Context: an optimization exercise on an open-source flow, tuned for small area, a short achievable clock period and few clock cycles per item. The choices shown serve that exercise and are no tape-out recipe. In this exercise RTL edits were held to simulation tests only and were not proved equivalent to the original. No activity file was given, so power comes from the tool's default toggle rates.

run a:
## cache
module cache (
    input logic clk,
    input logic rst,
    input  logic [ 31:0] ufp_addr,
    input  logic [  3:0] ufp_rmask,
    input  logic [  3:0] ufp_wmask,
    output logic [255:0] ufp_rdata,
    input  logic [ 31:0] ufp_wdata,
    output logic         ufp_resp,
    output logic [ 31:0] dfp_addr,
    output logic         dfp_read,
    output logic         dfp_write,
    input  logic [255:0] dfp_rdata,
    output logic [255:0] dfp_wdata,
    input  logic         dfp_resp,
    input  logic [ 31:0] dfp_raddr
);
==> flow/config.mk <==
export PLATFORM = sky130hd
export DESIGN_NAME = cache
export DESIGN_NICKNAME = cache
export VERILOG_FILES = /design/flow/design.v
export SDC_FILE = /design/flow/constraint.sdc
export NUM_CORES = 4
export LEC_CHECK = 0
export CAP_MARGIN = 25
export CELL_PAD_IN_SITES_DETAIL_PLACEMENT = 1
export CELL_PAD_IN_SITES_GLOBAL_PLACEMENT = 2
export CORE_MARGIN = 2
export CORE_UTILIZATION = 35
export SETUP_SLACK_MARGIN = 5
export SLEW_MARGIN = 25
export SYNTH_HIERARCHICAL = 1
export SYNTH_MEMORY_MAX_BITS = 65536
export TNS_END_PERCENT = 100
==> flow/constraint.sdc <==
create_clock -name core_clock -period 12.0 [get_ports {clk}]
set_input_delay 2.4000 -clock core_clock [delete_from_list [all_inputs] [get_ports {clk}]]
set_output_delay 2.4000 -clock core_clock [all_outputs]
set_load 0.01 [all_outputs]
standard.sh (not shown) runs the stock make flow with config.mk's settings and CLKGATE_MAP_FILE= SYNTH_SCRIPT=/design/flow/synth_recipe.tcl, a recipe that flattens the netlist after the stock synthesis.
==> flow/flow/run.sh <==
#!/bin/bash
set -euo pipefail
cd "$(dirname "$0")/.."
groups=""
for i in $(seq 0 255); do
  groups+="-group_pins {dfp_rdata[$i] ufp_rdata[$i] dfp_wdata[$i]} "
done
bash standard.sh \
  SETUP_SLACK_MARGIN=6.5 \
  "BUFFER_PORTS_ARGS=-buffer_cell sky130_fd_sc_hd__buf_2" \
  "PLACE_PINS_ARGS=$groups" \
  finish > standard.log 2>&1
Testbench counts of run a, summed over its fixed seeds: cycles 83,163, requests 24,000.
diff inputs: run a => run b
Settings: swapping 25 for 40 in CAP_MARGIN; swapping 25 for 40 in SLEW_MARGIN.
==> flow/run.sh (new file) <==
#!/bin/bash
# synth_recipe.tcl (not shown) runs the flow's synth.tcl, then flattens the netlist and writes it again
# the make line also repeats each setting of config.mk as NAME=value (left out here)
make -C /OpenROAD-flow-scripts/flow DESIGN_CONFIG=/design/flow/config.mk WORK_HOME=/design/flow/orfs CLKGATE_MAP_FILE= SYNTH_SCRIPT=/design/flow/synth_recipe.tcl finish
removed: flow/flow/run.sh
removed: flow/standard.sh
Notes after the runs:
Delta (run b minus run a): internal power consumption rose 2.7%; count of placed standard cells in the final layout, fillers left out fell by 164. Part of the power in combinational logic: lower on run a. Summary: with run a as the reference, detailed route wirelength on metal3 in run b moved down by a few percent. Side by side, design area turned out higher in run b than in run a.

* * *

Another version of the RTL of cache (not shown whole).
For scale: about 4900 flip-flops, ~910 I/O pins, ~190000 um^2 of cells after synthesis.
==> flow/design.v (excerpt) <==
module cache (
    input logic clk,
    input logic rst,
    input  logic [ 31:0] ufp_addr,
    input  logic [  3:0] ufp_rmask,
    input  logic [  3:0] ufp_wmask,
    output logic [255:0] ufp_rdata,
    input  logic [ 31:0] ufp_wdata,
    output logic         ufp_resp,
    output logic [ 31:0] dfp_addr,
    output logic         dfp_read,
    output logic         dfp_write,
    input  logic [255:0] dfp_rdata,
    output logic [255:0] dfp_wdata,
    input  logic         dfp_resp,
    input  logic [ 31:0] dfp_raddr
);
Settings: LEC_CHECK=0, CAP_MARGIN=15, CELL_PAD_IN_SITES_DETAIL_PLACEMENT=1, CELL_PAD_IN_SITES_GLOBAL_PLACEMENT=2, CORE_MARGIN=2, CORE_UTILIZATION=35, CTS_CLUSTER_DIAMETER=80, CTS_CLUSTER_SIZE=20, SETUP_SLACK_MARGIN=5, SLEW_MARGIN=15, SYNTH_HIERARCHICAL=1, SYNTH_MEMORY_MAX_BITS=65536, TNS_END_PERCENT=100; clock period 12.0 ns.
==> flow/flow/run.sh <==
#!/bin/bash
set -euo pipefail
cd "$(dirname "$0")/.."
groups=""
for i in $(seq 0 255); do
  groups+="-group_pins {dfp_rdata[$i] ufp_rdata[$i] dfp_wdata[$i]} "
done
bash standard.sh \
  SETUP_SLACK_MARGIN=6.6 \
  "BUFFER_PORTS_ARGS=-buffer_cell sky130_fd_sc_hd__buf_2" \
  "PLACE_PINS_ARGS=$groups" \
  finish > standard.log 2>&1
Testbench counts at the start, summed over its fixed seeds: cycles 83,163, requests 24,000.
Change:
--- a/flow/config.mk
+++ b/flow/config.mk
@@ -7,3 +7,3 @@
 export LEC_CHECK = 0
-export CAP_MARGIN = 15
+export CAP_MARGIN = 25
 export CELL_PAD_IN_SITES_DETAIL_PLACEMENT = 1
@@ -11,7 +11,7 @@
 export CORE_MARGIN = 2
-export CORE_UTILIZATION = 35
-export CTS_CLUSTER_DIAMETER = 80
-export CTS_CLUSTER_SIZE = 20
+export CORE_UTILIZATION = 55
+export CTS_CLUSTER_DIAMETER = 90
+export CTS_CLUSTER_SIZE = 24
 export SETUP_SLACK_MARGIN = 5
-export SLEW_MARGIN = 15
+export SLEW_MARGIN = 25
 export SYNTH_HIERARCHICAL = 1
Effect: The changed run ran to the end with no violations. Final cell count goes down by about a fifth. Power is lower by a few percent. Count of clock-buffer cells in the layout came out lower by 29. Sequential power stays flat. Wire length shrinks by a little under a tenth. Final area drops by a few percent. First-iteration DRC count climbs by about a fifth. Area after synthesis stays the same. Combinational power falls by a few percent. Die area came out lower by well over a third.

re-timing with driven ports:
Ports are ideal in the flow. The routed layouts listed here were re-timed in OpenROAD.
Step 1 sets driving cells, clkbuf_16 on the clock port and buf_2 on the other inputs (assumed; they add their load-dependent delay and slew).
Step 2, shift: input delay + t, output delay - t, t = (earliest + latest rising clock arrival at the registers) / 2. This alone moves slack from input paths to output paths.
Three values: no drivers, after step 1, after step 2; two values: the first two.
| run | t (ns) | setup slack, ns | hold WS [ns] | worst setup path after step 2 | cell pins on the clock port's net |
|---|---|---|---|---|---|
| run a | 1.164 | 6.472 / 6.339 / 5.441 | 0.476 / 0.476 / 0.476 | input to register | 1 |
| run b | 1.159 | 5.174 / 5.149 / 4.417 | 0.489 / 0.489 / 0.489 | input to register | 1 |
| the first run of note 2 | 1.105 | 6.459 / 6.453 / 5.462 | 0.509 / 0.509 / 0.509 | input to register | 1 |
| the second run of note 2 | 1.094 | 6.586 / 6.340 / 5.591 | 0.503 / 0.503 / 0.503 | input to register | 1 |
After both steps every run listed still meets setup and hold. For run a, which loses most, drivers alone change the setup slack by -0.133 ns; drivers and shift together by -1.031 ns.
